Context: an optimization exercise on an open-source flow, tuned for small area. The choices shown serve that exercise and are no tape-out recipe. Only simulation tests tie the RTL to the original design; equivalence was not proved. The clock port is modelled as an ideal driver; clocking choices that lean on that would not hold on a real chip. No activity file was given, so power comes from the tool's default toggle rates.

--- design.v ---
module fir_count (clock, reset, p, fresh);
input clock;
input reset;
output [8:0] p;
output fresh;
reg [8:0] p;
reg       f;
wire [9:0] pc;
assign pc[0] = ~f;
genvar j;
generate
  for (j = 0; j < 9; j = j + 1) begin : inc
    assign pc[j+1] = pc[j] & p[j];
    always @(posedge clock) p[j] <= reset & (p[j] ^ pc[j]);
  end
endgenerate
always @(posedge clock) f <= ~reset;
reg fresh;
always @(posedge clock) fresh <= ~reset | (fresh & ~p[5]);
endmodule
module fir_store (clock, p, fresh, sdout, x, xp);
input clock;
input [8:0] p;
input fresh;
input sdout;
output [6:0] x;
output xp;
reg [10:0] r0;
wire ins0 = (p == 9'd323);
always @(posedge clock) r0 <= {r0[9:0], fresh ? 1'b1 : (ins0 ? ~sdout : r0[10])};
reg [10:0] r1;
wire ins1 = (p == 9'd315);
always @(posedge clock) r1 <= {r1[9:0], fresh ? 1'b1 : (ins1 ? ~sdout : r1[10])};
reg [10:0] r2;
wire ins2 = (p == 9'd307);
always @(posedge clock) r2 <= {r2[9:0], fresh ? 1'b1 : (ins2 ? ~sdout : r2[10])};
reg [10:0] r3;
wire ins3 = (p == 9'd299);
always @(posedge clock) r3 <= {r3[9:0], fresh ? 1'b1 : (ins3 ? ~sdout : r3[10])};
reg [10:0] r4;
wire ins4 = (p == 9'd291);
always @(posedge clock) r4 <= {r4[9:0], fresh ? 1'b1 : (ins4 ? ~sdout : r4[10])};
reg [10:0] r5;
wire ins5 = (p == 9'd283);
always @(posedge clock) r5 <= {r5[9:0], fresh ? 1'b1 : (ins5 ? ~sdout : r5[10])};
reg [10:0] r6;
wire ins6 = (p == 9'd275);
always @(posedge clock) r6 <= {r6[9:0], fresh ? 1'b1 : (ins6 ? ~sdout : r6[10])};
assign x = {r6[2], r5[5], r4[8], r3[0], r2[3], r1[6], r0[9]};
assign xp = r6[3];
endmodule
module fir_sched (p, en, sub, dblm);
input [8:0] p;
output en;
output sub;
output dblm;
reg en, sub, dblm;
always @(*) begin
  en = 1'b0;
  sub = 1'b0;
  dblm = 1'b0;
  case (p[8:1])
    8'd33: begin en = 1'b1; end
    8'd35: begin en = 1'b1; end
    8'd38: begin en = 1'b1; end
    8'd41: begin en = 1'b1; end
    8'd47: begin dblm = 1'b1; end
    8'd49: begin en = 1'b1; end
    8'd52: begin en = 1'b1; end
    8'd63: begin dblm = 1'b1; end
    8'd66: begin en = 1'b1; sub = 1'b1; end
    8'd68: begin en = 1'b1; sub = 1'b1; end
    8'd72: begin en = 1'b1; sub = 1'b1; end
    8'd73: begin en = 1'b1; sub = 1'b1; end
    8'd79: begin dblm = 1'b1; end
    8'd80: begin en = 1'b1; sub = 1'b1; end
    8'd83: begin en = 1'b1; sub = 1'b1; end
    8'd84: begin en = 1'b1; sub = 1'b1; end
    8'd87: begin en = 1'b1; sub = 1'b1; end
    8'd95: begin dblm = 1'b1; end
    8'd96: begin en = 1'b1; end
    8'd104: begin en = 1'b1; end
    8'd111: begin dblm = 1'b1; end
    8'd115: begin en = 1'b1; end
    8'd118: begin en = 1'b1; end
    default: ;
  endcase
end
endmodule
module fir_mac (clock, p, fresh, en, sub, dblm, x, xp, sdin);
input clock;
input [8:0] p;
input fresh;
input en;
input sub;
input dblm;
input [6:0] x;
input xp;
output sdin;
wire txw = p[8] & (p[7] ? (p[6:3] == 4'd0) : (p[6:3] != 4'd0));
wire dbl = fresh | dblm | (txw & (p[2:1] == 2'b11));
wire hi = p[0];
reg  [7:0] n_lo;
reg  [7:0] n_hi;
reg        cr;
wire [6:0] y   = {7{en}} & (~x ^ {7{sub}});
wire       sxl = en & (~x[6] ^ sub);
wire       sxh = en & (~xp ^ sub);
wire [7:0] nb  = ~(hi ? {8{sxh}} : {sxl, y});
wire [8:0] nc;
assign nc[0] = ~(hi ? cr : (en & sub));
genvar i;
generate
  for (i = 0; i < 8; i = i + 1) begin : add
    assign nc[i+1] = (n_lo[i] & nb[i]) | (n_lo[i] & nc[i]) | (nb[i] & nc[i]);
    if (i == 0) begin : lsb
      always @(posedge clock) n_hi[i] <= dbl ? ~(hi & cr) : n_lo[i] ^ nb[i] ^ nc[i];
    end else begin : up
      always @(posedge clock) n_hi[i] <= dbl ? n_lo[i-1] : n_lo[i] ^ nb[i] ^ nc[i];
    end
  end
endgenerate
always @(posedge clock) begin
  n_lo <= n_hi;
  cr   <= dbl ? ~n_lo[7] : ~nc[8];
end
assign sdin = txw & ~(hi ? n_lo[7] : n_hi[7]);
endmodule
module toplevel (reset, clock, mclk, sclk, lrck, sdin, sdout, test_sdout);
input  reset;
input  clock;
input  sdout;
output mclk;
output sclk;
output lrck;
output sdin;
output test_sdout;
wire [8:0] p;
wire       fresh;
wire [6:0] x;
wire       xp;
wire       en, sub, dblm;
fir_count u_count (.clock(clock), .reset(reset), .p(p), .fresh(fresh));
fir_store u_store (.clock(clock), .p(p), .fresh(fresh), .sdout(sdout), .x(x), .xp(xp));
fir_sched u_sched (.p(p), .en(en), .sub(sub), .dblm(dblm));
fir_mac   u_mac   (.clock(clock), .p(p), .fresh(fresh), .en(en), .sub(sub), .dblm(dblm), .x(x), .xp(xp), .sdin(sdin));
assign mclk = p[0];
assign sclk = p[2];
assign lrck = p[8];
assign test_sdout = 1'b0;
endmodule
--- constraint.sdc ---
create_clock -name core_clock -period 10.0 [get_ports {clock}]
set_input_delay 2.0000 -clock core_clock [delete_from_list [all_inputs] [get_ports {clock}]]
set_output_delay 2.0000 -clock core_clock [all_outputs]
set_load 0.01 [all_outputs]
--- flow/post_cts.tcl ---
# After CTS (built from clkbuf_4): upsize each clock buffer whose loads would
# see a slew over the threshold, then legalize again.
set thr 0.105
set up [dict create \
  sky130_fd_sc_hd__clkbuf_1 sky130_fd_sc_hd__clkbuf_2 \
  sky130_fd_sc_hd__clkbuf_2 sky130_fd_sc_hd__clkbuf_4 \
  sky130_fd_sc_hd__clkbuf_4 sky130_fd_sc_hd__clkbuf_8 \
  sky130_fd_sc_hd__clkbuf_8 sky130_fd_sc_hd__clkbuf_16]
for {set it 0} {$it < 8} {incr it} {
  estimate_parasitics -placement
  set changed 0
  foreach inst [get_cells *] {
    set m [get_property $inst ref_name]
    if {![dict exists $up $m]} continue
    set net [get_nets -of_objects [get_pins [get_full_name $inst]/X]]
    set worst 0
    foreach ld [get_pins -of_objects $net -filter "direction==input"] {
      set s [get_property $ld slew_max]
      if {$s > $worst} { set worst $s }
    }
    if {$worst > $thr} {
      puts "post_cts: [get_full_name $inst] $m slew $worst -> [dict get $up $m]"
      replace_cell $inst [dict get $up $m]
      set changed 1
    }
  }
  if {!$changed} { break }
}
estimate_parasitics -placement
detailed_placement
check_placement -verbose
--- flow/downsize.py ---
#!/usr/bin/env python3
"""Swap each combinational cell in a Yosys netlist for the smallest cell of the same
function family (same base name and pins), e.g. mux2_4 -> mux2_1.  Flip-flops are
left alone.  Usage: downsize.py LIB NETLIST"""
import re, sys
lib = open(sys.argv[1]).read()
cells = {}
for m in re.finditer(r'\n\s*cell\s*\(\s*"?(\w+)"?\s*\)\s*\{', lib):
    name = m.group(1)
    body = lib[m.end():m.end() + 200000]
    nxt = re.search(r'\n\s*cell\s*\(', body)
    if nxt:
        body = body[:nxt.start()]
    a = re.search(r'area\s*:\s*([\d.]+)', body)
    pins = tuple(sorted(re.findall(r'\bpin\s*\(\s*"?(\w+)"?\s*\)', body)))
    seq = bool(re.search(r'\b(ff|latch|statetable)\s*\(', body))
    dont = bool(re.search(r'dont_use\s*:\s*true', body))
    cells[name] = (float(a.group(1)) if a else 1e9, pins, seq, dont)
DONT = set("""probe_p_8 probec_p_8""".split())
best = {}
for n, (a, pins, seq, dont) in cells.items():
    m = re.match(r'(sky130_fd_sc_hd__\w+?)_(\d+)$', n)
    if not m or seq or dont or 'lpflow' in n:
        continue
    key = (m.group(1), pins)
    if key not in best or a < cells[best[key]][0]:
        best[key] = n
net = open(sys.argv[2]).read()
count = 0
def sub(m):
    global count
    n = m.group(1)
    if n not in cells:
        return m.group(0)
    a, pins, seq, dont = cells[n]
    b = re.match(r'(sky130_fd_sc_hd__\w+?)_(\d+)$', n)
    if seq or not b:
        return m.group(0)
    t = best.get((b.group(1), pins), n)
    if t != n and cells[t][0] < a:
        count += 1
        return m.group(0).replace(n, t)
    return m.group(0)
net = re.sub(r'^\s*(sky130_fd_sc_hd__\w+)\s', sub, net, flags=re.M)
open(sys.argv[2], 'w').write(net)
print("downsized", count, "cells")
--- config.mk ---
export PLATFORM = sky130hd
export DESIGN_NAME = toplevel
export DESIGN_NICKNAME = toplevel
export VERILOG_FILES = /design/flow/design.v
export SDC_FILE = /design/flow/constraint.sdc
export NUM_CORES = 4
export LEC_CHECK = 0
export CAP_MARGIN = 20
export CORE_MARGIN = 2
export CORE_UTILIZATION = 40
export SLEW_MARGIN = 20
export SYNTH_HIERARCHICAL = 1
export SYNTH_MINIMUM_KEEP_SIZE = 0
--- flow/run.sh ---
#!/bin/bash
# Standard synthesis, then every combinational cell swapped for the smallest
# cell of its family (the synthesis maps for speed and upsizes freely; the
# resizer upsizes again wherever slew or load needs it), then the standard
# layout steps.
set -euo pipefail
R=orfs/results/${FLOW_PLATFORM}/toplevel/base
LIB=${FLOW_HOME}/platforms/${FLOW_PLATFORM}/lib/sky130_fd_sc_hd__tt_025C_1v80.lib
bash standard.sh synth > synth.log 2>&1
sleep 1
python3 flow/downsize.py "$LIB" "$R/1_2_yosys.v" > downsize.log 2>&1
touch "$R/1_2_yosys.v"
bash standard.sh "CTS_ARGS=-sink_clustering_enable -repair_clock_nets -dont_use_dummy_load -buf_list sky130_fd_sc_hd__clkbuf_4" "POST_CTS_TCL=$PWD/flow/post_cts.tcl" "BUFFER_PORTS_ARGS=-buffer_cell sky130_fd_sc_hd__buf_1" finish > layout.log 2>&1
--- standard.sh ---
#!/bin/bash
# synth_recipe.tcl (not shown) runs the flow's synth.tcl, then flattens the netlist and writes it again
# the make line also repeats each setting of config.mk as NAME=value (left out here)
make -C /OpenROAD-flow-scripts/flow DESIGN_CONFIG=/design/flow/config.mk WORK_HOME=/design/flow/orfs CLKGATE_MAP_FILE= SYNTH_SCRIPT=/design/flow/synth_recipe.tcl "${@:-finish}"
==> results.sh, run 1 <==
export IMPL_gp_congestion=0.821
export IMPL_critPathCaptureType="register"
export IMPL_pwr_share_seq_pct=65.6
export IMPL_crit_type="reg -> reg"
export IMPL_power_switching_mw=0.125
export IMPL_grt_pass1_vias=1495
export IMPL_wl_per_cell_um=12.4
export IMPL_max_slew_margin_rel_pct=62.6
export IMPL_antenna_found_initial=0
export IMPL_initial_utilization_pct=41.0
export IMPL_tns_ns=0
export IMPL_rsz0062_at_grt="no"
export IMPL_cts_tree="built"
export IMPL_drive_gt1_share_pct=8.64
export IMPL_grt_max_degree=21
export IMPL_hold_viol=0
export IMPL_hold_class="reg -> reg"
export IMPL_overflow=0
export IMPL_tightest_slew_ns=0.560
export IMPL_syn_area_mm2=0.00314
export IMPL_drt_drc_violations_left=0
export IMPL_final_util_pct=44.3
export IMPL_switching_share_pct=19.4
export IMPL_startpoint_type="register"
export IMPL_p_int_mw=0.520
export IMPL_num_rows=32
export IMPL_wirelength_um=4270
export IMPL_p_leak_nw=1.33
export IMPL_die_w_um=92.5
export IMPL_fmax_ghz=0.180
export IMPL_clock_skew_ns=0.0248
export IMPL_crit_arrival_ns=5.75
export IMPL_area_growth_syn_to_layout_pct=7.94
export IMPL_finalSetupViolations=0
export IMPL_p_comb_share_pct=1.8
export IMPL_nFillCells=697
export IMPL_design_area_mm2=0.00338
export IMPL_n_antenna_cell=0
export IMPL_period_share_pct=55.6
export IMPL_powerDensity_mw_per_mm2=191
export IMPL_irDropWorstVdd_uv=139
export IMPL_pwr_share_clk_pct=32.7
export IMPL_grt_use_total_pct=11.1
export IMPL_grt_pass1_wl_um=7110
export IMPL_die_h_um=92.5
export IMPL_core_mm2=0.00765
export IMPL_max_cap_viol_count=0
export IMPL_min_period_ns=5.56
export IMPL_maxSlewViolCount=0
export IMPL_ant_nets=0
export IMPL_clk_latency_ns=0.32
export IMPL_post_dp_cell_area_mm2=0.00324
export IMPL_ys_warn_count=10
export IMPL_io_buffers=6
export IMPL_num_nets_final=264
export IMPL_avgSynthCellArea_um2=13.1
export IMPL_hpwl_um=2850
export IMPL_worst_path_max_fanout=19
export IMPL_first_pass_iters=4
export IMPL_avgViaCountPerCell=4.54
export IMPL_syn_inst=240
export IMPL_synth_nets=259
export IMPL_via_count=1565
export IMPL_num_io_pins=8
export IMPL_cts_sinks=105
export IMPL_drtIter0Drc=59
export IMPL_status="finished clean"
export IMPL_clkTransAtPathRegs_ns=0.09
export IMPL_cp_data_required_time_ns=10.19
export IMPL_die_area_mm2=0.00856
## power by group through the flow
stage                     Sequential, mW  Combinational [mW]  Clock (mW)
after global routing               0.424              0.0131       0.234
after global placement             0.433              0.0112           0
after detailed placement           0.433              0.0116           0
after floorplan                    0.432             0.00887           0
final                              0.423              0.0113       0.211
## per-stage QoR
stage	instances	hold slack, ns	worst slack [ns]	total power [mW]
after floorplan	240	0.310	4.81	0.441
after global placement	336	0.309	4.61	0.444
after detailed placement	336	0.312	4.47	0.445
after global routing	345	0.305	4.19	0.671
final	345	0.304	4.44	0.645
## registers in the layout, summed over array words and instances (netlist names), 8 cells and up
signal and flops:
u_store.r4 11, u_store.r2 11, u_mac.n_lo 8, u_count.p 9, u_mac.n_hi 8, u_store.r1 11, u_store.r3 11, u_store.r0 11
u_store.r6 11, u_store.r5 11
## layer usage
layer	part of all wire (%)	global-route usage (%)	vias up
met3	3.6	3.66	11
met2	44	16.4	24
li1	-	-	799
met1	49	14.4	731
met4	2.9	6.47	0
met5	0	0	-
## area by class of cell
type	instances	area, um2	area share [%]
inverters	5	18.8	0.555
well taps	102	128	3.77
flip-flops and latches	105	2100	62.1
multi-input cells	117	966	28.5
clock buffers	9	140	4.14
repair buffers	7	30.0	0.887
## critical path, cell delays in order (launching register included)
cell,delay (ns)
dfxtp_1,0.49
or4b_1,0.57
o31ai_1,0.08
o21a_1,0.39
nand3b_1,0.30
a31oi_1,0.16
fa_1,0.41
fa_1,0.39
fa_1,0.39
fa_1,0.39
fa_1,0.40
fa_1,0.39
fa_1,0.38
fa_1,0.42
mux2_2,0.27
## path summary, 6_finish.rpt
kind              depth (start not counted)          start  slack, ns             to
setup reg to reg                         14   u_count.p[5]       4.44  u_mac.n_hi[7]
setup / recovery                         14   u_count.p[5]       4.44  u_mac.n_hi[7]
hold / removal                            0  u_store.r6[0]       0.30  u_store.r6[1]
hold reg to reg                           0  u_store.r6[0]       0.30  u_store.r6[1]
## layout by cell type (no fill, tap or decap), types with 7 or more instances in the layout
master     n
a21oi_1    8
and2_0     8
dfxtp_1  105
fa_1       8
ha_1       8
mux2_2     7
mux2i_1    8
nand2_1   11
nor2_1    11
xor2_1     8
==> run 2, diff against run 1 <==
==> flow/post_cts.tcl (replaced) <==
# After CTS (built from clkbuf_4): while some flip-flop clock pin would see a
# slew over the threshold, upsize the clock buffer driving the worst one, then
# legalize again.
set thr 0.118
set up [dict create \
  sky130_fd_sc_hd__clkbuf_1 sky130_fd_sc_hd__clkbuf_2 \
  sky130_fd_sc_hd__clkbuf_2 sky130_fd_sc_hd__clkbuf_4 \
  sky130_fd_sc_hd__clkbuf_4 sky130_fd_sc_hd__clkbuf_8 \
  sky130_fd_sc_hd__clkbuf_8 sky130_fd_sc_hd__clkbuf_16]
for {set it 0} {$it < 20} {incr it} {
  estimate_parasitics -placement
  set worst 0
  set worst_inst ""
  foreach inst [get_cells *] {
    set m [get_property $inst ref_name]
    if {![dict exists $up $m]} continue
    set net [get_nets -of_objects [get_pins [get_full_name $inst]/X]]
    foreach ld [get_pins -of_objects $net -filter "direction==input"] {
      if {[get_property $ld is_register_clock] ne "1"} continue
      set s [get_property $ld slew_max]
      if {$s > $worst} { set worst $s; set worst_inst $inst }
    }
  }
  if {$worst <= $thr || $worst_inst eq ""} { break }
  set m [get_property $worst_inst ref_name]
  puts "post_cts: [get_full_name $worst_inst] $m slew $worst -> [dict get $up $m]"
  replace_cell $worst_inst [dict get $up $m]
}
estimate_parasitics -placement
detailed_placement
check_placement -verbose
==> run 2 against run 1 <==
  * Sequential cell count stayed put
  * Synthesized cell count stayed put
  * Hold slack worse by 0.0041 ns
  * Critical path depth stayed put
  * Worst setup slack better by 0.050 ns
  * Combinational power hardly changed
  * Register-to-register slack better by 0.05 ns
  * Cell count stayed put
  * Clock power is 13% lower
  * Core utilization is 0.46 points lower
  * First-iteration DRC count is 3.4% lower
==> results.sh, run 2 <==
export IMPL_status="finished clean"
export IMPL_hold_class="reg -> reg"
export IMPL_reg2reg_depth=14
export IMPL_synth_nets=259
export IMPL_final_cell_mix="dfxtp_1, nor2_1, nand2_1"
export IMPL_r2r_end="u_mac.n_hi[7]"
export IMPL_num_io_pins=8
export IMPL_antenna_found_initial=0
export IMPL_die_w_um=92.5
export IMPL_syn_inst=240
export IMPL_wl_per_cell_um=12.4
export IMPL_overflow=0
export IMPL_crit_end="u_mac.n_hi[7]"
export IMPL_fmax_ghz=0.181
export IMPL_clock_skew_ns=0.0325
export IMPL_avgSynthCellArea_um2=13.1
export IMPL_switching_share_pct=20.2
export IMPL_reg2reg_from="u_count.p[5]"
export IMPL_min_period_ns=5.51
export IMPL_layout_commonest_cell="dfxtp_1"
export IMPL_worst_path_max_fanout=19
export IMPL_ant_nets=0
export IMPL_powerDensity_mw_per_mm2=184
export IMPL_hold_viol=0
export IMPL_gp_congestion=0.821
export IMPL_ys_warn_count=10
export IMPL_drt_drc_violations_left=0
export IMPL_crit_type="reg -> reg"
export IMPL_nFillCells=697
export IMPL_io_buffers=6
export IMPL_wirelength_um=4290
export IMPL_area_growth_syn_to_layout_pct=6.82
export IMPL_drive_gt1_share_pct=8.64
export IMPL_clk_latency_ns=0.43
export IMPL_fin_hold_ws_ns=0.300
export IMPL_startpoint_type="register"
export IMPL_cts_tree="built"
export IMPL_avgViaCountPerCell=4.52
export IMPL_grt_pass1_wl_um=7120
export IMPL_clkTransAtPathRegs_ns=0.11
export IMPL_grt_max_degree=21
export IMPL_critPathCaptureType="register"
export IMPL_maxSlewViolCount=0
export IMPL_num_nets_final=264
export IMPL_tns_ns=0
export IMPL_pwr_share_clk_pct=29.6
export IMPL_die_h_um=92.5
export IMPL_cp_data_required_time_ns=10.33
export IMPL_num_rows=32
export IMPL_core_mm2=0.00765
export IMPL_drtIter0Drc=57
export IMPL_p_leak_nw=1.32
export IMPL_via_count=1558
export IMPL_irDropWorstVdd_uv=119
export IMPL_crit_arrival_ns=5.84
export IMPL_finalSetupViolations=0
export IMPL_crit_start="u_count.p[5]"
export IMPL_period_share_pct=55.1
export IMPL_p_int_mw=0.493
export IMPL_tightest_slew_ns=0.554
export IMPL_cts_sinks=105
export IMPL_r2r_slack_ns=4.49
export IMPL_hpwl_um=2850
export IMPL_pwr_share_seq_pct=68.6
export IMPL_initial_utilization_pct=41.0
export IMPL_p_comb_share_pct=1.8
export IMPL_max_slew_margin_rel_pct=63.0
export IMPL_n_antenna_cell=0
export IMPL_syn_area_mm2=0.00314
export IMPL_max_cap_viol_count=0
export IMPL_rsz0062_at_grt="no"
export IMPL_grt_use_total_pct=11.2
export IMPL_power_switching_mw=0.124
export IMPL_grt_pass1_vias=1482
export IMPL_first_pass_iters=4
export IMPL_die_area_mm2=0.00856
[run 2: worst max-delay path, cell delays in order, from the launching register on]
cell and delay [ns]:
dfxtp_1 0.49, or4b_1 0.57, o31ai_1 0.08, o21a_1 0.39
nand3b_1 0.30, a31oi_1 0.16, fa_1 0.41, fa_1 0.39
fa_1 0.39, fa_1 0.39, fa_1 0.40, fa_1 0.39
fa_1 0.38, fa_1 0.42, mux2_2 0.27
[run 2: worst min-delay path by stage]
stage             startpoint             end  slack, ns  cells after the start
6_report       u_store.r5[0]   u_store.r5[1]       0.30                      0
5_1_grt        u_store.r5[0]   u_store.r5[1]       0.30                      0
3_5_place_dp   u_store.r4[9]  u_store.r4[10]       0.31                      0
3_3_place_gp   u_mac.n_hi[6]   u_mac.n_lo[6]       0.31                      0
2_1_floorplan  u_mac.n_hi[0]   u_mac.n_lo[0]       0.31                      0
[run 2: layout make-up]
type | instances | area [um2] | share of cell area, %
Clock buffer | 9 | 105 | 3.14
Multi-Input combinational cell | 117 | 966 | 28.8
Inverter | 5 | 18.8 | 0.560
Sequential cell | 105 | 2100 | 62.8
Timing Repair Buffer | 7 | 30.0 | 0.897
Tap cell | 102 | 128 | 3.81
[run 2: power by group through the flow]
stage | sequential, mW | combinational, mW | clock [mW]
2_1_floorplan | 0.432 | 0.00887 | 0
3_3_place_gp | 0.433 | 0.0112 | 0
3_5_place_dp | 0.433 | 0.0116 | 0
5_1_grt | 0.424 | 0.0131 | 0.205
6_report | 0.423 | 0.0113 | 0.183
[run 2: metrics by stage]
stage	utilization [%]	power (mW)	setup WS, ns	cell area [um2]	instances
2_1_floorplan	-	0.441	4.81	3140	240
3_3_place_gp	42.4	0.444	4.61	3240	336
3_5_place_dp	42.4	0.445	4.47	3240	336
5_1_grt	43.8	0.642	4.24	3350	345
6_report	43.8	0.617	4.49	3350	345
[run 2: layer usage]
metal / GRT usage [%] / part of all wire, % / up-vias
met1: 14.5 / 49 / 729
li1: - / - / 797
met3: 4.15 / 3.7 / 11
met4: 6.47 / 3.4 / 0
met2: 16.1 / 44 / 21
met5: 0 / 0 / -
==> run 3, diff against run 2 <==
--- a/flow/post_cts.tcl
+++ b/flow/post_cts.tcl
@@ -3,3 +3,3 @@
 # legalize again.
-set thr 0.118
+set thr 0.124
 set up [dict create \
@@ -9,2 +9,3 @@
   sky130_fd_sc_hd__clkbuf_8 sky130_fd_sc_hd__clkbuf_16]
+replace_cell [get_cells clkbuf_0_clock] sky130_fd_sc_hd__clkbuf_8
 for {set it 0} {$it < 20} {incr it} {
==> run 3 against run 2 <==
  * Global-route usage down 0.087 points
  * Worst setup slack got worse by 0.0024 ns
  * Count of clock-buffer cells in the layout unchanged
  * Via count about the same
  * Fmax about the same
  * Highest routed layer unchanged
==> results.sh, run 3 <==
export IMPL_max_slew_margin_rel_pct=63.1
export IMPL_area_growth_syn_to_layout_pct=6.62
export IMPL_cp_data_required_time_ns=10.25
export IMPL_overflow=0
export IMPL_p_leak_nw=1.31
export IMPL_ys_warn_count=10
export IMPL_num_nets_final=264
export IMPL_worst_path_max_fanout=19
export IMPL_final_cell_mix="dfxtp_1, nor2_1, nand2_1"
export IMPL_fmax_ghz=0.181
export IMPL_r2r_slack_ns=4.49
export IMPL_layout_commonest_cell="dfxtp_1"
export IMPL_grt_max_degree=21
export IMPL_cts_sinks=105
export IMPL_io_buffers=6
export IMPL_hold_viol=0
export IMPL_instances_no_fill=345
export IMPL_crit_start="u_count.p[5]"
export IMPL_ant_nets=0
export IMPL_via_count=1557
export IMPL_finalSetupViolations=0
export IMPL_antenna_found_initial=0
export IMPL_synth_nets=259
export IMPL_placed_cells=336
export IMPL_hpwl_um=2850
export IMPL_min_period_ns=5.51
export IMPL_crit_type="reg -> reg"
export IMPL_period_share_pct=55.1
export IMPL_drive_gt1_share_pct=8.64
export IMPL_powerDensity_mw_per_mm2=183
export IMPL_wl_per_cell_um=12.4
export IMPL_clock_skew_ns=0.0330
export IMPL_rsz0062_at_grt="no"
export IMPL_min_from="u_store.r5[6]"
export IMPL_drtIter0Drc=63
export IMPL_die_w_um=92.5
export IMPL_core_mm2=0.00765
export IMPL_nFillCells=701
export IMPL_startpoint_type="register"
export IMPL_clkTransAtPathRegs_ns=0.11
export IMPL_num_io_pins=8
export IMPL_syn_area_mm2=0.00314
export IMPL_wirelength_um=4280
export IMPL_cts_tree="built"
export IMPL_hold_class="reg -> reg"
export IMPL_initial_utilization_pct=41.0
export IMPL_maxSlewViolCount=0
export IMPL_syn_inst=240
export IMPL_clk_latency_ns=0.36
export IMPL_die_h_um=92.5
export IMPL_tns_ns=0
export IMPL_n_antenna_cell=0
export IMPL_avgSynthCellArea_um2=13.1
export IMPL_grt_use_total_pct=11.1
export IMPL_gp_congestion=0.821
export IMPL_first_pass_iters=4
export IMPL_status="finished clean"
export IMPL_irDropWorstVdd_uv=120
export IMPL_avgViaCountPerCell=4.51
export IMPL_num_rows=32
export IMPL_grt_pass1_wl_um=7120
export IMPL_tightest_slew_ns=0.553
export IMPL_drt_drc_violations_left=0
export IMPL_max_cap_viol_count=0
export IMPL_grt_pass1_vias=1486
export IMPL_crit_arrival_ns=5.76
export IMPL_reg2reg_from="u_count.p[5]"
export IMPL_die_area_mm2=0.00856
export IMPL_critPathCaptureType="register"
run 3: layer usage:
| layer | share of wire [%] | global-route usage (%) | vias up | wire, um |
|---|---|---|---|---|
| met5 | 0 | 0 | - | 0 |
| met4 | 3.2 | 6.47 | 0 | 135 |
| met3 | 3.3 | 3.66 | 12 | 142 |
| met2 | 44 | 16.1 | 21 | 1890 |
| met1 | 49 | 14.6 | 728 | 2110 |
| li1 | - | - | 796 | - |
run 3: report_power, final:
part | switching, mW | internal (mW) | total [mW]
registers | 0.00285 | 0.420 | 0.423
clock network | 0.113 | 0.0641 | 0.178
logic | 0.00634 | 0.00495 | 0.0113
run 3: final cells by class:
class,instances,area [um2],share of cell area [%]
multi-input cells,117,966,28.9
clock buffers,9,98.8,2.96
well taps,102,128,3.82
flip-flops and latches,105,2100,62.9
repair buffers,7,30.0,0.898
inverters,5,18.8,0.561
run 3: worst max-delay path, cell delays in order (launching register included):
cell,delay [ns]
dfxtp_1,0.49
or4b_1,0.57
o31ai_1,0.08
o21a_1,0.39
nand3b_1,0.30
a31oi_1,0.16
fa_1,0.41
fa_1,0.39
fa_1,0.39
fa_1,0.39
fa_1,0.40
fa_1,0.39
fa_1,0.38
fa_1,0.42
mux2_2,0.27
run 3: stage by stage:
| stage | utilization, % | hold slack, ns | power, mW | setup WS, ns | instance area, um2 |
|---|---|---|---|---|---|
| final | 43.7 | 0.310 | 0.612 | 4.49 | 3340 |
| after global routing | 43.7 | 0.308 | 0.638 | 4.24 | 3340 |
| after detailed placement | 42.4 | 0.312 | 0.445 | 4.47 | 3240 |
| after global placement | 42.4 | 0.309 | 0.444 | 4.61 | 3240 |
| after floorplan | - | 0.310 | 0.441 | 4.81 | 3140 |
run 3: worst paths after layout:
| path | end | cells after the start |
|---|---|---|
| hold / removal | u_store.r5[7] | 0 |
| setup reg to reg | u_mac.n_hi[7] | 14 |
| hold reg to reg | u_store.r5[7] | 0 |
| setup / recovery | u_mac.n_hi[7] | 14 |
==> run 4, diff against run 3 <==
--- a/flow/post_cts.tcl
+++ b/flow/post_cts.tcl
@@ -9,3 +9,2 @@
   sky130_fd_sc_hd__clkbuf_8 sky130_fd_sc_hd__clkbuf_16]
-replace_cell [get_cells clkbuf_0_clock] sky130_fd_sc_hd__clkbuf_8
 for {set it 0} {$it < 20} {incr it} {
--- a/config.mk
+++ b/config.mk
@@ -9,3 +9,3 @@
 export CORE_MARGIN = 2
-export CORE_UTILIZATION = 40
+export CORE_UTILIZATION = 55
 export SLEW_MARGIN = 20
==> run 4 against run 3 <==
  * Non-clock buffer count did not move
  * Hold slack worse by 0.0063 ns
  * Fmax shrank 2.0%
  * Sequential cell count unchanged
  * First-iteration DRC count is 11% higher
  * Area after synthesis unchanged
  * Count of clock-buffer cells in the layout did not move
  * Core utilization is 16 points higher
  * Synthesized cell count stayed put
  * Clock power is 6% lower
  * Largest power group unchanged
==> results.sh, run 4 <==
export IMPL_crit_start="u_count.p[5]"
export IMPL_grt_pass1_wl_um=7880
export IMPL_r2r_slack_ns=4.38
export IMPL_cts_sinks=105
export IMPL_via_count=1596
export IMPL_dr_wl_met2_um=2110
export IMPL_period_share_pct=56.2
export IMPL_rsz0062_at_grt="no"
export IMPL_tightest_slew_ns=0.559
export IMPL_hold_class="reg -> reg"
export IMPL_drt_drc_violations_left=0
export IMPL_num_rows=27
export IMPL_fin_hold_ws_ns=0.304
export IMPL_core_mm2=0.00551
export IMPL_antenna_found_initial=0
export IMPL_cp_cell_sequence="or4b_1, o31ai_1, o21a_1, nand3b_1, a31oi_1, fa_1, fa_1, fa_1, fa_1, fa_1, fa_1, fa_1, fa_1, mux2_2"
export IMPL_grt_max_degree=20
export IMPL_max_cap_viol_count=0
export IMPL_slowest_delay_ns=0.56
export IMPL_max_slew_margin_rel_pct=62.7
export IMPL_timing_critical_path_mode_cell="fa_1"
export IMPL_fmax_ghz=0.178
export IMPL_cts_tree="built"
export IMPL_wl_met3_um=159
export IMPL_register_area_mm2=0.00210
export IMPL_gp_congestion=0.760
export IMPL_reg2reg_from="u_count.p[5]"
export IMPL_die_h_um=79.5
export IMPL_final_cell_mix="dfxtp_1, nor2_1, nand2_1"
export IMPL_status="finished clean"
export IMPL_startpoint_type="register"
export IMPL_cp_data_required_time_ns=10.28
export IMPL_avgSynthCellArea_um2=13.1
export IMPL_highest_layer="met4"
export IMPL_wl_per_cell_um=14.4
export IMPL_overflow=0
export IMPL_tns_ns=0
export IMPL_drtIter0Drc=70
export IMPL_crit_type="reg -> reg"
export IMPL_die_area_mm2=0.00632
export IMPL_syn_area_mm2=0.00314
export IMPL_p_leak_nw=1.31
export IMPL_wl_met1_um=2160
export IMPL_crit_arrival_ns=5.91
export IMPL_ant_nets=0
export IMPL_powerDensity_mw_per_mm2=183
export IMPL_num_io_pins=8
export IMPL_grt_pass1_vias=1611
export IMPL_drive_gt1_share_pct=8.64
export IMPL_ys_warn_count=10
export IMPL_placed_cells=306
export IMPL_critPathCaptureType="register"
export IMPL_min_from="u_mac.n_hi[6]"
export IMPL_wirelength_um=4540
export IMPL_clock_skew_ns=0.0351
export IMPL_irDropWorstVdd_uv=103
export IMPL_n_antenna_cell=0
export IMPL_grt_use_total_pct=16.9
export IMPL_multi_input_area_um2=966
export IMPL_timing_critical_path_buf_inv=0
export IMPL_path_delay_family="adder cells"
export IMPL_slowest_stage="or4b_1"
export IMPL_nFillCells=462
export IMPL_finalSetupViolations=0
export IMPL_num_nets_final=264
export IMPL_initial_utilization_pct=56.9
export IMPL_hpwl_um=3090
export IMPL_first_pass_iters=4
export IMPL_synth_nets=259
export IMPL_maxSlewViolCount=0
export IMPL_hold_viol=0
export IMPL_instances_no_fill=315
export IMPL_avgViaCountPerCell=5.07
export IMPL_clk_latency_ns=0.42
export IMPL_area_growth_syn_to_layout_pct=5.03
export IMPL_p_total_mw=0.603
export IMPL_layout_commonest_cell="dfxtp_1"
export IMPL_worst_path_max_fanout=19
export IMPL_die_w_um=79.5
export IMPL_syn_inst=240
export IMPL_io_buffers=6
export IMPL_min_period_ns=5.62
export IMPL_clkTransAtPathRegs_ns=0.11
## run 4: cell count changes in the layout (fill, tap and decap cells not counted)
cell,before,now
clkbuf_4,4,6
clkbuf_8,5,3
## run 4: where the power goes
part           total, mW  internal (mW)  switching [mW]
Clock              0.168         0.0549           0.113
Sequential         0.424          0.420         0.00311
Combinational     0.0114        0.00498         0.00643
## run 4: final timing paths
path	cells after the start	end
hold / removal	0	u_mac.n_lo[6]
setup / recovery	14	u_mac.n_hi[7]
setup reg to reg	14	u_mac.n_hi[7]
hold reg to reg	0	u_mac.n_lo[6]
## run 4: cell type report
cell class / instances / share of cell area (%)
timing repair buffer: 7 / 0.912
clock buffer: 9 / 2.62
multi-input combinational: 117 / 29.3
tap: 72 / 2.74
inverter: 5 / 0.570
sequential: 105 / 63.8
## run 4: metrics by stage
stage | util (%) | instance area (um2) | worst slack, ns
after global routing | 59.8 | 3290 | 4.09
after detailed placement | 58.2 | 3210 | 4.42
after floorplan | - | 3140 | 4.81
after global placement | 58.2 | 3210 | 4.62
final | 59.8 | 3290 | 4.38
## run 4: routing by layer
layer	vias up	GRT usage (%)
met1	742	22.6
met2	44	25.5
met4	0	8.97
li1	796	-
met5	-	0
met3	14	4.19
==> run 5, diff against run 4 <==
--- a/config.mk
+++ b/config.mk
@@ -9,3 +9,3 @@
 export CORE_MARGIN = 2
-export CORE_UTILIZATION = 55
+export CORE_UTILIZATION = 70
 export SLEW_MARGIN = 20
==> run 5 against run 4 <==
  * Still clean on timing, DRC and antenna
  * Via count down 1.8%
  * Die area down 20%
  * Clock skew down 0.0046 ns
  * Global-route usage rose by 4.2 points
==> results.sh, run 5 <==
export IMPL_status="finished clean"
export IMPL_r2r_slack_ns=4.41
export IMPL_slowest_delay_ns=0.57
export IMPL_slowest_stage="or4b_1"
export IMPL_cts_sinks=105
export IMPL_final_cell_mix="dfxtp_1, nor2_1, nand2_1"
export IMPL_ys_warn_count=10
export IMPL_worst_path_max_fanout=19
export IMPL_cts_tree="built"
export IMPL_tightest_slew_ns=0.562
export IMPL_num_io_pins=8
export IMPL_layout_commonest_cell="dfxtp_1"
export IMPL_drtIter0Drc=70
export IMPL_avgSynthCellArea_um2=13.1
export IMPL_reg2reg_from="u_count.p[5]"
export IMPL_grt_pass1_vias=1608
export IMPL_num_rows=24
export IMPL_initial_utilization_pct=72.5
export IMPL_period_share_pct=55.9
export IMPL_timing_critical_path_buf_inv=0
export IMPL_overflow=0
export IMPL_die_w_um=70.9
export IMPL_finalSetupViolations=0
export IMPL_reg2reg_depth=14
export IMPL_n_antenna_cell=0
export IMPL_antenna_found_initial=0
export IMPL_gp_congestion=0.835
export IMPL_wl_per_cell_um=15.1
export IMPL_nFillCells=287
export IMPL_crit_arrival_ns=5.91
export IMPL_wirelength_um=4470
export IMPL_crit_type="reg -> reg"
export IMPL_num_nets_final=264
export IMPL_syn_area_mm2=0.00314
export IMPL_clkTransAtPathRegs_ns=0.11
export IMPL_holdPathStages=0
export IMPL_hold_viol=0
export IMPL_final_util_pct=75.7
export IMPL_drt_drc_violations_left=0
export IMPL_cp_data_required_time_ns=10.33
export IMPL_max_cap_viol_count=0
export IMPL_critPathCaptureType="register"
export IMPL_grt_pass1_wl_um=7780
export IMPL_fmax_ghz=0.179
export IMPL_powerDensity_mw_per_mm2=185
export IMPL_hpwl_um=3020
export IMPL_critical_path_depth=14
export IMPL_clk_latency_ns=0.43
export IMPL_syn_inst=240
export IMPL_startpoint_type="register"
export IMPL_maxSlewViolCount=0
export IMPL_grt_max_degree=20
export IMPL_hold_class="reg -> reg"
export IMPL_ant_nets=0
export IMPL_first_pass_iters=4
export IMPL_io_buffers=6
export IMPL_irDropWorstVdd_uv=139
export IMPL_core_mm2=0.00432
export IMPL_die_h_um=70.9
export IMPL_grt_use_total_pct=21.1
export IMPL_r2r_end="u_mac.n_hi[7]"
export IMPL_avgViaCountPerCell=5.32
export IMPL_rsz0062_at_grt="no"
export IMPL_path_delay_family="adder cells"
export IMPL_area_growth_syn_to_layout_pct=4.43
export IMPL_die_area_mm2=0.00503
export IMPL_cp_cell_sequence="or4b_1, o31ai_1, o21a_1, nand3b_1, a31oi_1, fa_1, fa_1, fa_1, fa_1, fa_1, fa_1, fa_1, fa_1, mux2_2"
export IMPL_synth_nets=259
export IMPL_clock_skew_ns=0.0305
export IMPL_p_leak_nw=1.31
export IMPL_via_count=1568
export IMPL_crit_start="u_count.p[5]"
export IMPL_drive_gt1_share_pct=8.64
export IMPL_timing_critical_path_mode_cell="fa_1"
export IMPL_min_period_ns=5.59
export IMPL_max_slew_margin_rel_pct=62.5
export IMPL_tns_ns=0
export IMPL_crit_end="u_mac.n_hi[7]"
run 5: cell count changes in the layout (fill, tap and decap cells not counted):
cell and delta:
clkbuf_4 -1, clkbuf_8 +1
run 5: worst reg2reg max path, stage by stage (launching register included):
cell      delay (ns)
dfxtp_1         0.50
or4b_1          0.57
o31ai_1         0.08
o21a_1          0.41
nand3b_1        0.31
a31oi_1         0.15
fa_1            0.41
fa_1            0.39
fa_1            0.39
fa_1            0.40
fa_1            0.39
fa_1            0.39
fa_1            0.39
fa_1            0.43
mux2_2          0.27
run 5: how the worst min path moves through the flow:
stage,from,end,slack [ns]
detailed placement,u_store.r0[3],u_store.r0[4],0.31
global route,u_store.r1[5],u_store.r1[6],0.31
global placement,u_store.r4[5],u_store.r4[6],0.31
finish,u_store.r1[5],u_store.r1[6],0.31
floorplan,u_mac.n_hi[0],u_mac.n_lo[0],0.31
run 5: area by class of cell:
type	instances	area, um2	area share (%)
timing repair buffer	7	30.0	0.917
sequential	105	2100	64.2
inverter	5	18.8	0.573
tap	52	65.1	1.99
clock buffer	9	92.6	2.83
multi-input combinational	117	966	29.5
run 5: where the power goes:
group	switching (mW)	internal (mW)
Combinational	0.00659	0.00504
Sequential	0.00305	0.420
Clock	0.110	0.0590
Total	0.120	0.484
run 5: per-stage QoR:
stage / hold WS (ns) / power (mW) / worst slack [ns] / instances / area (um2)
2_1_floorplan: 0.310 / 0.441 / 4.81 / 240 / 3140
5_1_grt: 0.306 / 0.625 / 4.11 / 295 / 3270
3_3_place_gp: 0.310 / 0.444 / 4.64 / 286 / 3180
3_5_place_dp: 0.312 / 0.445 / 4.44 / 286 / 3180
6_report: 0.311 / 0.604 / 4.41 / 295 / 3270
run 5: metal layers:
| layer | vias to the layer above | global-route usage [%] | share of wire (%) |
|---|---|---|---|
| li1 | 798 | - | - |
| met1 | 731 | 26.8 | 46 |
| met2 | 32 | 33.1 | 49 |
| met3 | 7 | 7.69 | 3.9 |
| met4 | 0 | 8.81 | 1.3 |
| met5 | - | 0 | 0 |
==> run 6, diff against run 5 <==
--- a/config.mk
+++ b/config.mk
@@ -9,3 +9,3 @@
 export CORE_MARGIN = 2
-export CORE_UTILIZATION = 70
+export CORE_UTILIZATION = 40
 export SLEW_MARGIN = 20
==> run 6 against run 5 <==
  * Core utilization fell by 32 points
  * Global-route usage fell by 9.9 points
  * Design area rose by 1.9%
  * Non-clock buffer count did not move
  * Largest power group unchanged
  * Largest cell class unchanged
  * Register-to-register slack improved by 0.05 ns
==> results.sh, run 6 <==
export IMPL_placed_cells=336
export IMPL_avgViaCountPerCell=4.53
export IMPL_highest_layer="met4"
export IMPL_core_mm2=0.00765
export IMPL_critPathCaptureType="register"
export IMPL_worst_slack_ns=4.47
export IMPL_period_share_pct=55.3
export IMPL_clk_latency_ns=0.43
export IMPL_min_from="u_store.r5[6]"
export IMPL_antenna_found_initial=0
export IMPL_overflow=0
export IMPL_final_util_pct=43.6
export IMPL_syn_inst=240
export IMPL_initial_utilization_pct=41.0
export IMPL_num_nets_final=264
export IMPL_finalSetupViolations=0
export IMPL_irDropWorstVdd_uv=119
export IMPL_area_growth_syn_to_layout_pct=6.42
export IMPL_cp_data_required_time_ns=10.32
export IMPL_nFillCells=701
export IMPL_p_leak_nw=1.31
export IMPL_hold_class="reg -> reg"
export IMPL_synth_nets=259
export IMPL_grt_use_total_pct=11.2
export IMPL_r2r_slack_ns=4.47
export IMPL_clock_skew_ns=0.0331
export IMPL_tightest_slew_ns=0.577
export IMPL_cts_tree="built"
export IMPL_ys_warn_count=10
export IMPL_r2r_end="u_mac.n_hi[7]"
export IMPL_via_count=1564
export IMPL_avgSynthCellArea_um2=13.1
export IMPL_num_rows=32
export IMPL_reg2reg_from="u_count.p[5]"
export IMPL_wl_per_cell_um=12.5
export IMPL_io_buffers=6
export IMPL_status="finished clean"
export IMPL_hold_viol=0
export IMPL_die_area_mm2=0.00856
export IMPL_drt_drc_violations_left=0
export IMPL_grt_pass1_vias=1486
export IMPL_wl_met3_um=155
export IMPL_maxSlewViolCount=0
export IMPL_multi_input_area_um2=966
export IMPL_die_h_um=92.5
export IMPL_first_pass_iters=6
export IMPL_cts_sinks=105
export IMPL_fmax_ghz=0.181
export IMPL_rsz0062_at_grt="no"
export IMPL_max_slew_margin_rel_pct=61.5
export IMPL_worst_path_max_fanout=19
export IMPL_clkTransAtPathRegs_ns=0.11
export IMPL_fin_hold_ws_ns=0.308
export IMPL_n_antenna_cell=0
export IMPL_layout_commonest_cell="dfxtp_1"
export IMPL_holdPathStages=0
export IMPL_reg2reg_depth=14
export IMPL_design_area_mm2=0.00334
export IMPL_crit_arrival_ns=5.86
export IMPL_grt_max_degree=21
export IMPL_hpwl_um=2850
export IMPL_hold_end="u_store.r5[7]"
export IMPL_drtIter0Drc=56
export IMPL_p_total_mw=0.607
export IMPL_tns_ns=0
export IMPL_gp_congestion=0.821
export IMPL_wirelength_um=4310
export IMPL_syn_area_mm2=0.00314
export IMPL_drive_gt1_share_pct=8.64
export IMPL_register_area_mm2=0.00210
export IMPL_crit_type="reg -> reg"
export IMPL_instances_no_fill=345
export IMPL_startpoint_type="register"
export IMPL_min_period_ns=5.53
export IMPL_num_io_pins=8
export IMPL_post_dp_cell_area_mm2=0.00324
export IMPL_max_cap_viol_count=0
export IMPL_ant_nets=0
export IMPL_wl_met1_um=2110
export IMPL_final_cell_mix="dfxtp_1, nor2_1, nand2_1"
export IMPL_preCtsSetupSlack_ns=4.47
export IMPL_powerDensity_mw_per_mm2=182
export IMPL_dr_wl_met2_um=1890
export IMPL_die_w_um=92.5
export IMPL_grt_pass1_wl_um=7130
-- run 6: cell counts in the layout (fill, tap and decap cells not counted) --
Identical to the previous run, type by type.
-- run 6: layout make-up --
cell class,count,area share (%)
inverters,5,0.562
repair buffers,7,0.900
multi-input cells,117,28.9
well taps,102,3.82
clock buffers,9,2.77
flip-flops and latches,105,63.0
-- run 6: routing by layer --
layer	GRT usage [%]	vias to the layer above
li1	-	795
met1	14.6	737
met2	16.1	21
met3	4.15	11
met4	6.47	0
met5	0	-
-- run 6: worst max-delay path by stage --
stage | to | cells past startpoint | from | slack (ns)
5_1_grt | u_mac.n_hi[7] | 14 | u_count.p[5] | 4.24
6_report | u_mac.n_hi[7] | 14 | u_count.p[5] | 4.47
2_1_floorplan | u_mac.n_hi[7] | 15 | u_count.p[2] | 4.81
3_5_place_dp | u_mac.n_hi[7] | 14 | u_count.p[5] | 4.47
3_3_place_gp | u_mac.n_hi[7] | 14 | u_count.p[5] | 4.61
-- run 6: worst max-delay path, stage by stage (launching register included) --
cell and delay [ns]:
dfxtp_1 0.50, or4b_1 0.57, o31ai_1 0.08, o21a_1 0.39
nand3b_1 0.31, a31oi_1 0.16, fa_1 0.41, fa_1 0.39
fa_1 0.39, fa_1 0.40, fa_1 0.40, fa_1 0.39
fa_1 0.38, fa_1 0.42, mux2_2 0.27
-- run 6: where the power goes --
part	total [mW]	switching [mW]	internal, mW	leakage, nW
clock	0.173	0.113	0.0591	0.0518
sequential	0.423	0.00287	0.420	0.851
combinational	0.0113	0.00635	0.00495	0.409
==> run 7, diff against run 6 <==
--- a/design.v
+++ b/design.v
@@ -7,4 +7,5 @@
 reg       f;
+wire pg = reset & ~f;
 wire [9:0] pc;
-assign pc[0] = ~f;
+assign pc[0] = 1'b1;
 genvar j;
@@ -13,3 +14,3 @@
     assign pc[j+1] = pc[j] & p[j];
-    always @(posedge clock) p[j] <= reset & (p[j] ^ pc[j]);
+    always @(posedge clock) p[j] <= pg & (p[j] ^ pc[j]);
   end
==> run 7 against run 6 <==
  * Highest routed layer unchanged
  * Clock skew increased by 0.00066 ns
  * Global-route usage grew 0.57 points
  * Hold slack better by 0.0030 ns
  * Die area is 0.15% lower
  * Largest cell class unchanged
  * Count of clock-buffer cells in the layout did not move
==> results.sh, run 7 <==
export IMPL_overflow=0
export IMPL_hold_class="reg -> reg"
export IMPL_wl_met1_um=2180
export IMPL_crit_type="reg -> reg"
export IMPL_grt_pass1_wl_um=7560
export IMPL_critPathCaptureType="register"
export IMPL_drtIter0Drc=77
export IMPL_cts_sinks=105
export IMPL_avgSynthCellArea_um2=13.0
export IMPL_tightest_slew_ns=0.535
export IMPL_synth_nets=258
export IMPL_finalSetupViolations=0
export IMPL_rsz0062_at_grt="no"
export IMPL_area_growth_syn_to_layout_pct=6.63
export IMPL_hold_viol=0
export IMPL_crit_arrival_ns=5.85
export IMPL_n_antenna_cell=0
export IMPL_io_buffers=6
export IMPL_grt_pass1_vias=1564
export IMPL_hpwl_um=2840
export IMPL_tns_ns=0
export IMPL_highest_layer="met4"
export IMPL_die_w_um=92.5
export IMPL_wirelength_um=4220
export IMPL_preCtsSetupSlack_ns=4.43
export IMPL_grt_max_degree=21
export IMPL_num_io_pins=8
export IMPL_clk_latency_ns=0.44
export IMPL_wl_per_cell_um=12.2
export IMPL_max_cap_viol_count=0
export IMPL_grt_use_total_pct=11.8
export IMPL_gp_congestion=0.721
export IMPL_antenna_found_initial=0
export IMPL_syn_area_mm2=0.00313
export IMPL_startpoint_type="register"
export IMPL_via_count=1552
export IMPL_final_cell_mix="dfxtp_1, nor2_1, nand2_1"
export IMPL_clkTransAtPathRegs_ns=0.11
export IMPL_worst_path_max_fanout=19
export IMPL_core_mm2=0.00765
export IMPL_ys_warn_count=10
export IMPL_nFillCells=711
export IMPL_num_rows=32
export IMPL_powerDensity_mw_per_mm2=181
export IMPL_maxSlewViolCount=0
export IMPL_avgViaCountPerCell=4.50
export IMPL_die_area_mm2=0.00855
export IMPL_drive_gt1_share_pct=8.23
export IMPL_initial_utilization_pct=40.9
export IMPL_syn_inst=240
export IMPL_ant_nets=0
export IMPL_worst_slack_ns=4.49
export IMPL_num_nets_final=263
export IMPL_fmax_ghz=0.182
export IMPL_die_h_um=92.5
export IMPL_cp_data_required_time_ns=10.34
export IMPL_wl_met3_um=153
export IMPL_irDropWorstVdd_uv=143
export IMPL_cts_tree="built"
export IMPL_p_leak_nw=1.32
export IMPL_dr_wl_met2_um=1810
export IMPL_period_share_pct=55.1
export IMPL_clock_skew_ns=0.0337
export IMPL_first_pass_iters=4
export IMPL_drt_drc_violations_left=0
export IMPL_min_period_ns=5.51
export IMPL_status="finished clean"
export IMPL_max_slew_margin_rel_pct=64.3
export IMPL_layout_commonest_cell="dfxtp_1"
run 7: layout make-up:
class                   count  area [um2]  area share (%)
clock buffers               9        98.8            2.96
flip-flops and latches    105        2100            63.0
well taps                 102         128            3.82
multi-input cells         118         965            28.9
repair buffers              7        30.0           0.900
inverters                   4        15.0           0.450
run 7: where the power goes:
part           internal [mW]  switching, mW  total [mW]
clock                 0.0633          0.115       0.178
sequential             0.419        0.00152       0.420
combinational        0.00254        0.00344     0.00599
run 7: per-stage QoR:
| step | hold slack (ns) | area, um2 | std cells | utilization [%] | total power [mW] |
|---|---|---|---|---|---|
| finish | 0.311 | 3340 | 345 | 43.7 | 0.604 |
| global route | 0.315 | 3340 | 345 | 43.7 | 0.632 |
| detailed placement | 0.312 | 3240 | 336 | 42.4 | 0.436 |
| global placement | 0.310 | 3240 | 336 | 42.4 | 0.436 |
| floorplan | 0.310 | 3130 | 240 | - | 0.435 |
run 7: routing by layer:
metal | GRT usage (%) | up-vias
met2 | 16.8 | 14
met5 | 0 | -
met1 | 15.5 | 732
met4 | 4.85 | 0
li1 | - | 799
met3 | 5.53 | 7
run 7: worst paths after layout:
| path | depth (start not counted) | slack (ns) | from | endpoint |
|---|---|---|---|---|
| max | 14 | 4.49 | u_count.p[5] | u_mac.n_hi[7] |
| min | 0 | 0.31 | u_store.r5[1] | u_store.r5[2] |
| max reg2reg | 14 | 4.49 | u_count.p[5] | u_mac.n_hi[7] |
| min reg2reg | 0 | 0.31 | u_store.r5[1] | u_store.r5[2] |
run 7: worst max-delay path: stages (launching register included):
cell and delay (ns):
dfxtp_1 0.48, or4b_1 0.58, o31ai_1 0.09, o21a_1 0.39, nand3b_1 0.31, a31oi_1 0.15
fa_1 0.41, fa_1 0.39, fa_1 0.39, fa_1 0.39, fa_1 0.39, fa_1 0.39
fa_1 0.39, fa_1 0.43, mux2_2 0.26
==> run 8, diff against run 7 <==
--- a/design.v
+++ b/design.v
@@ -1,2 +1,2 @@
-module fir_count (clock, reset, p, fresh);
+module fir_ctrl (clock, reset, p, fresh, en, sub, dblm);
 input clock;
@@ -5,2 +5,5 @@
 output fresh;
+output en;
+output sub;
+output dblm;
 reg [8:0] p;
@@ -20,39 +23,2 @@
 always @(posedge clock) fresh <= ~reset | (fresh & ~p[5]);
-endmodule
-module fir_store (clock, p, fresh, sdout, x, xp);
-input clock;
-input [8:0] p;
-input fresh;
-input sdout;
-output [6:0] x;
-output xp;
-reg [10:0] r0;
-wire ins0 = (p == 9'd323);
-always @(posedge clock) r0 <= {r0[9:0], fresh ? 1'b1 : (ins0 ? ~sdout : r0[10])};
-reg [10:0] r1;
-wire ins1 = (p == 9'd315);
-always @(posedge clock) r1 <= {r1[9:0], fresh ? 1'b1 : (ins1 ? ~sdout : r1[10])};
-reg [10:0] r2;
-wire ins2 = (p == 9'd307);
-always @(posedge clock) r2 <= {r2[9:0], fresh ? 1'b1 : (ins2 ? ~sdout : r2[10])};
-reg [10:0] r3;
-wire ins3 = (p == 9'd299);
-always @(posedge clock) r3 <= {r3[9:0], fresh ? 1'b1 : (ins3 ? ~sdout : r3[10])};
-reg [10:0] r4;
-wire ins4 = (p == 9'd291);
-always @(posedge clock) r4 <= {r4[9:0], fresh ? 1'b1 : (ins4 ? ~sdout : r4[10])};
-reg [10:0] r5;
-wire ins5 = (p == 9'd283);
-always @(posedge clock) r5 <= {r5[9:0], fresh ? 1'b1 : (ins5 ? ~sdout : r5[10])};
-reg [10:0] r6;
-wire ins6 = (p == 9'd275);
-always @(posedge clock) r6 <= {r6[9:0], fresh ? 1'b1 : (ins6 ? ~sdout : r6[10])};
-assign x = {r6[2], r5[5], r4[8], r3[0], r2[3], r1[6], r0[9]};
-assign xp = r6[3];
-endmodule
-module fir_sched (p, en, sub, dblm);
-input [8:0] p;
-output en;
-output sub;
-output dblm;
 reg en, sub, dblm;
@@ -89,2 +55,33 @@
 end
+endmodule
+module fir_store (clock, p, fresh, sdout, x, xp);
+input clock;
+input [8:0] p;
+input fresh;
+input sdout;
+output [6:0] x;
+output xp;
+reg [10:0] r0;
+wire ins0 = (p == 9'd323);
+always @(posedge clock) r0 <= {r0[9:0], fresh ? 1'b1 : (ins0 ? ~sdout : r0[10])};
+reg [10:0] r1;
+wire ins1 = (p == 9'd315);
+always @(posedge clock) r1 <= {r1[9:0], fresh ? 1'b1 : (ins1 ? ~sdout : r1[10])};
+reg [10:0] r2;
+wire ins2 = (p == 9'd307);
+always @(posedge clock) r2 <= {r2[9:0], fresh ? 1'b1 : (ins2 ? ~sdout : r2[10])};
+reg [10:0] r3;
+wire ins3 = (p == 9'd299);
+always @(posedge clock) r3 <= {r3[9:0], fresh ? 1'b1 : (ins3 ? ~sdout : r3[10])};
+reg [10:0] r4;
+wire ins4 = (p == 9'd291);
+always @(posedge clock) r4 <= {r4[9:0], fresh ? 1'b1 : (ins4 ? ~sdout : r4[10])};
+reg [10:0] r5;
+wire ins5 = (p == 9'd283);
+always @(posedge clock) r5 <= {r5[9:0], fresh ? 1'b1 : (ins5 ? ~sdout : r5[10])};
+reg [10:0] r6;
+wire ins6 = (p == 9'd275);
+always @(posedge clock) r6 <= {r6[9:0], fresh ? 1'b1 : (ins6 ? ~sdout : r6[10])};
+assign x = {r6[2], r5[5], r4[8], r3[0], r2[3], r1[6], r0[9]};
+assign xp = r6[3];
 endmodule
@@ -143,5 +140,4 @@
 wire       en, sub, dblm;
-fir_count u_count (.clock(clock), .reset(reset), .p(p), .fresh(fresh));
+fir_ctrl  u_ctrl  (.clock(clock), .reset(reset), .p(p), .fresh(fresh), .en(en), .sub(sub), .dblm(dblm));
 fir_store u_store (.clock(clock), .p(p), .fresh(fresh), .sdout(sdout), .x(x), .xp(xp));
-fir_sched u_sched (.p(p), .en(en), .sub(sub), .dblm(dblm));
 fir_mac   u_mac   (.clock(clock), .p(p), .fresh(fresh), .en(en), .sub(sub), .dblm(dblm), .x(x), .xp(xp), .sdin(sdin));
==> run 8 against run 7 <==
  * Still clean on timing, DRC and antenna
  * First-iteration DRC count is 40% higher
  * Synthesized cell count is 0.42% lower
  * Design area is 0.86% lower
  * Sequential cell count stayed put
  * Core utilization is 0.15 points lower
  * Sequential power hardly changed
  * Register-to-register slack worse by 0.53 ns
  * Area after synthesis is 0.72% lower
  * Worst setup slack worse by 0.53 ns
  * Global-route usage is 0.52 points lower
  * Fmax is 8.8% lower
  * Die area is 0.69% lower
  * Highest routed layer unchanged
==> results.sh, run 8 <==
export IMPL_status="finished clean"
export IMPL_cts_sinks=105
export IMPL_clk_latency_ns=0.43
export IMPL_core_mm2=0.00761
export IMPL_via_count=1536
export IMPL_max_slew_margin_rel_pct=36.3
export IMPL_ant_nets=0
export IMPL_maxSlewViolCount=0
export IMPL_drive_gt1_share_pct=7.85
export IMPL_cts_tree="built"
export IMPL_reg2reg_depth=14
export IMPL_num_nets_final=262
export IMPL_syn_inst=239
export IMPL_clock_skew_ns=0.0277
export IMPL_irDropWorstVdd_uv=118
export IMPL_grt_pass1_vias=1470
export IMPL_tightest_slew_ns=0.951
export IMPL_holdPathStages=0
export IMPL_grt_use_total_pct=11.3
export IMPL_num_io_pins=8
export IMPL_die_area_mm2=0.00849
export IMPL_critPathCaptureType="register"
export IMPL_clkTransAtPathRegs_ns=0.11
export IMPL_n_antenna_cell=0
export IMPL_final_cell_mix="dfxtp_1, nor2_1, and2_1, nand2_1, xor2_1"
export IMPL_area_growth_syn_to_layout_pct=6.48
export IMPL_first_pass_iters=4
export IMPL_final_util_pct=43.5
export IMPL_drtIter0Drc=108
export IMPL_period_share_pct=60.4
export IMPL_hpwl_um=2740
export IMPL_synth_nets=257
export IMPL_antenna_found_initial=0
export IMPL_hold_viol=0
export IMPL_die_h_um=92.1
export IMPL_wirelength_um=4160
export IMPL_initial_utilization_pct=40.9
export IMPL_p_leak_nw=1.29
export IMPL_cp_data_required_time_ns=10.31
export IMPL_avgSynthCellArea_um2=13.0
export IMPL_ys_warn_count=9
export IMPL_max_cap_viol_count=0
export IMPL_overflow=0
export IMPL_rsz0062_at_grt="no"
export IMPL_crit_arrival_ns=6.35
export IMPL_die_w_um=92.1
export IMPL_grt_pass1_wl_um=7050
export IMPL_tns_ns=0
export IMPL_hold_class="reg -> reg"
export IMPL_io_buffers=6
export IMPL_powerDensity_mw_per_mm2=181
export IMPL_fmax_ghz=0.166
export IMPL_drt_drc_violations_left=0
export IMPL_crit_type="reg -> reg"
export IMPL_finalSetupViolations=0
export IMPL_startpoint_type="register"
export IMPL_r2r_slack_ns=3.96
export IMPL_syn_area_mm2=0.00311
export IMPL_wl_per_cell_um=12.1
export IMPL_worst_path_max_fanout=19
export IMPL_grt_max_degree=20
export IMPL_num_rows=32
export IMPL_gp_congestion=0.802
export IMPL_avgViaCountPerCell=4.47
export IMPL_layout_commonest_cell="dfxtp_1"
export IMPL_min_period_ns=6.04
## run 8: path summary, 6_finish.rpt
check | startpoint | to
worst max-delay path | u_ctrl.p[5] | u_mac.n_hi[7]
worst min-delay path | u_store.r3[1] | u_store.r3[2]
worst max register to register | u_ctrl.p[5] | u_mac.n_hi[7]
worst min register to register | u_store.r3[1] | u_store.r3[2]
## run 8: per-layer routing
metal,vias up,track usage (%),wire length (um)
li1,796,-,-
met1,712,14.3,2060
met2,19,16.1,1840
met3,9,5.42,171
met4,0,5.60,90
met5,-,0,0
## run 8: through the flow
stage	area, um2	worst slack [ns]	std cells	total power [mW]	hold WS (ns)
floorplan	3110	4.85	239	0.434	0.310
global placement	3220	4.13	335	0.436	0.310
detailed placement	3220	3.99	335	0.436	0.312
global route	3310	3.68	344	0.624	0.306
finish	3310	3.96	344	0.599	0.301
## run 8: final cells by class
type / count / area, um2
clock buffer: 9 / 92.6
fill: 730 / 4300
inverter: 5 / 18.8
multi-input combinational: 116 / 938
sequential: 105 / 2100
tap: 102 / 128
timing repair buffer: 7 / 30.0
## run 8: worst max-delay path: stages (launching register included)
cell and delay [ns]:
dfxtp_1 0.68, and2_1 0.21, o21ai_1 0.06, a31oi_1 0.78
nand3b_1 0.34, a31oi_1 0.15, fa_1 0.48, fa_1 0.42
fa_1 0.43, fa_1 0.44, fa_1 0.43, fa_1 0.41
fa_1 0.38, fa_1 0.43, mux2_2 0.26
## run 8: power by group
part | total (mW) | switching (mW) | internal, mW
clock network | 0.172 | 0.113 | 0.0591
registers | 0.420 | 0.00147 | 0.419
logic | 0.00595 | 0.00360 | 0.00236
total | 0.599 | 0.118 | 0.480
==> run 9, diff against run 8 <==
--- a/config.mk
+++ b/config.mk
@@ -7,6 +7,6 @@
 export LEC_CHECK = 0
-export CAP_MARGIN = 20
+export CAP_MARGIN = 0
 export CORE_MARGIN = 2
 export CORE_UTILIZATION = 40
-export SLEW_MARGIN = 20
+export SLEW_MARGIN = 0
 export SYNTH_HIERARCHICAL = 1
==> run 9 against run 8 <==
  * Area after synthesis is the same
  * Routed wire length is the same
  * Die area is the same
  * Register-to-register slack is essentially flat
  * Count of clock-buffer cells in the layout is the same
  * Fmax is the same
  * Hold slack is the same
  * Sequential cell count is the same
  * Sequential power is essentially flat
  * Global-route usage is the same
  * Via count is the same
  * Critical path type unchanged
  * Critical endpoint unchanged
  * Largest power group unchanged
==> results.sh, run 9 <==
export IMPL_io_buffers=6
export IMPL_ys_warn_count=9
export IMPL_avgSynthCellArea_um2=13.0
export IMPL_maxSlewViolCount=0
export IMPL_status="finished clean"
export IMPL_nFillCells=730
export IMPL_syn_area_mm2=0.00311
export IMPL_syn_inst=239
export IMPL_wl_per_cell_um=12.1
export IMPL_num_nets_final=262
export IMPL_cp_cell_sequence="and2_1, o21ai_1, a31oi_1, nand3b_1, a31oi_1, fa_1, fa_1, fa_1, fa_1, fa_1, fa_1, fa_1, fa_1, mux2_2"
export IMPL_pwr_share_seq_pct=70.2
export IMPL_cp_data_required_time_ns=10.31
export IMPL_finalSetupViolations=0
export IMPL_drtIter0Drc=108
export IMPL_crit_type="reg -> reg"
export IMPL_antenna_found_initial=0
export IMPL_pwr_share_clk_pct=28.8
export IMPL_period_share_pct=60.4
export IMPL_irDropWorstVdd_uv=118
export IMPL_worst_slack_ns=3.96
export IMPL_wirelength_um=4160
export IMPL_overflow=0
export IMPL_num_io_pins=8
export IMPL_fmax_ghz=0.166
export IMPL_p_comb_share_pct=1.0
export IMPL_p_int_mw=0.480
export IMPL_max_cap_viol_count=0
export IMPL_path_delay_family="adder cells"
export IMPL_die_w_um=92.1
export IMPL_multi_input_area_um2=938
export IMPL_timing_critical_path_buf_inv=0
export IMPL_slowest_delay_ns=0.78
export IMPL_powerDensity_mw_per_mm2=181
export IMPL_tightest_slew_ns=0.951
export IMPL_hold_viol=0
export IMPL_tns_ns=0
export IMPL_first_pass_iters=4
export IMPL_synth_nets=257
export IMPL_hold_class="reg -> reg"
export IMPL_die_area_mm2=0.00849
export IMPL_p_leak_nw=1.29
export IMPL_timing_critical_path_mode_cell="fa_1"
export IMPL_layout_commonest_cell="dfxtp_1"
export IMPL_cts_tree="built"
export IMPL_slowest_stage="a31oi_1"
export IMPL_area_growth_syn_to_layout_pct=6.48
export IMPL_worst_path_max_fanout=19
export IMPL_n_antenna_cell=0
export IMPL_crit_arrival_ns=6.35
export IMPL_startpoint_type="register"
export IMPL_critPathCaptureType="register"
export IMPL_drt_drc_violations_left=0
export IMPL_drive_gt1_share_pct=7.85
export IMPL_num_rows=32
export IMPL_clk_latency_ns=0.43
export IMPL_grt_use_total_pct=11.3
export IMPL_clock_skew_ns=0.0277
export IMPL_gp_congestion=0.802
export IMPL_preCtsSetupSlack_ns=3.99
export IMPL_switching_share_pct=19.7
export IMPL_r2r_slack_ns=3.96
export IMPL_avgViaCountPerCell=4.47
export IMPL_grt_pass1_wl_um=7050
export IMPL_hpwl_um=2740
export IMPL_power_switching_mw=0.118
export IMPL_final_cell_mix="dfxtp_1, nor2_1, and2_1, nand2_1, xor2_1"
export IMPL_rsz0062_at_grt="no"
export IMPL_ant_nets=0
export IMPL_via_count=1536
export IMPL_fin_hold_ws_ns=0.301
export IMPL_grt_max_degree=20
export IMPL_initial_utilization_pct=40.9
export IMPL_max_slew_margin_rel_pct=36.3
export IMPL_min_period_ns=6.04
export IMPL_core_mm2=0.00761
export IMPL_p_total_mw=0.599
export IMPL_clkTransAtPathRegs_ns=0.11
export IMPL_register_area_mm2=0.00210
export IMPL_grt_pass1_vias=1470
export IMPL_final_util_pct=43.5
export IMPL_cts_sinks=105
export IMPL_die_h_um=92.1
==> run 9: routing by layer <==
layer	vias up	part of all wire (%)	global-route usage, %
li1	796	-	-
met2	19	44	16.1
met1	712	50	14.3
met3	9	4.1	5.42
met4	0	2.2	5.60
met5	-	0	0
==> run 9: power groups by stage <==
stage | combinational (mW) | sequential (mW) | clock [mW]
global route | 0.00694 | 0.421 | 0.196
finish | 0.00595 | 0.420 | 0.172
detailed placement | 0.00608 | 0.430 | 0
global placement | 0.00582 | 0.430 | 0
floorplan | 0.00461 | 0.430 | 0
==> run 9: worst reg2reg max path: stages (launching register included) <==
cell      delay, ns
dfxtp_1        0.68
and2_1         0.21
o21ai_1        0.06
a31oi_1        0.78
nand3b_1       0.34
a31oi_1        0.15
fa_1           0.48
fa_1           0.42
fa_1           0.43
fa_1           0.44
fa_1           0.43
fa_1           0.41
fa_1           0.38
fa_1           0.43
mux2_2         0.26
==> run 9: area by class of cell <==
class                           count  area share [%]
Sequential cell                   105            63.5
Tap cell                          102            3.86
Multi-Input combinational cell    116            28.4
Timing Repair Buffer                7           0.907
Inverter                            5           0.567
Clock buffer                        9            2.80
==> run 9: through the flow <==
stage / cells / cell area (um2)
final: 344 / 3310
after global routing: 344 / 3310
after detailed placement: 335 / 3220
after global placement: 335 / 3220
after floorplan: 239 / 3110
==> run 9: final timing paths <==
check             endpoint          start  cells past startpoint
max reg2reg  u_mac.n_hi[7]    u_ctrl.p[5]                     14
min          u_store.r3[2]  u_store.r3[1]                      0
min reg2reg  u_store.r3[2]  u_store.r3[1]                      0
max          u_mac.n_hi[7]    u_ctrl.p[5]                     14

static timing again, ports no longer ideal:
Ports are ideal in the flow. The routed layouts listed here were re-timed in OpenROAD.
Step 1 (the two cells are an assumption about what drives the block):
set clk [get_ports {clock}]
set_driving_cell -lib_cell sky130_fd_sc_hd__clkbuf_16 $clk
set_driving_cell -lib_cell sky130_fd_sc_hd__buf_2 [delete_from_list [all_inputs] $clk]
Step 2 times the ports against the registers' clock, not the clock port: input delays grow and output delays shrink by t, the midpoint of the rising clock arrivals with the driver on.
Slacks: ideal / step 1 / step 2; pairs: ideal / step 1.
run | t, ns | slack for setup (ns) | clock arrival spread, ns
run 1 | 0.345 | 4.439 / 4.439 / 4.439 | 0.025 / 0.025
run 2 | 0.444 | 4.489 / 4.489 / 4.489 | 0.033 / 0.033
run 3 | 0.368 | 4.487 / 4.487 / 4.487 | 0.033 / 0.033
run 4 | 0.433 | 4.376 / 4.376 / 4.376 | 0.035 / 0.036
run 5 | 0.435 | 4.412 / 4.412 / 4.412 | 0.033 / 0.033
run 6 | 0.439 | 4.467 / 4.467 / 4.467 | 0.033 / 0.033
run 7 | 0.446 | 4.493 / 4.493 / 4.493 | 0.033 / 0.033
run 8 | 0.443 | 3.961 / 3.961 / 3.961 | 0.029 / 0.028
run 9 | 0.443 | 3.961 / 3.961 / 3.961 | 0.029 / 0.028
After both steps setup and hold are still met in every run listed.
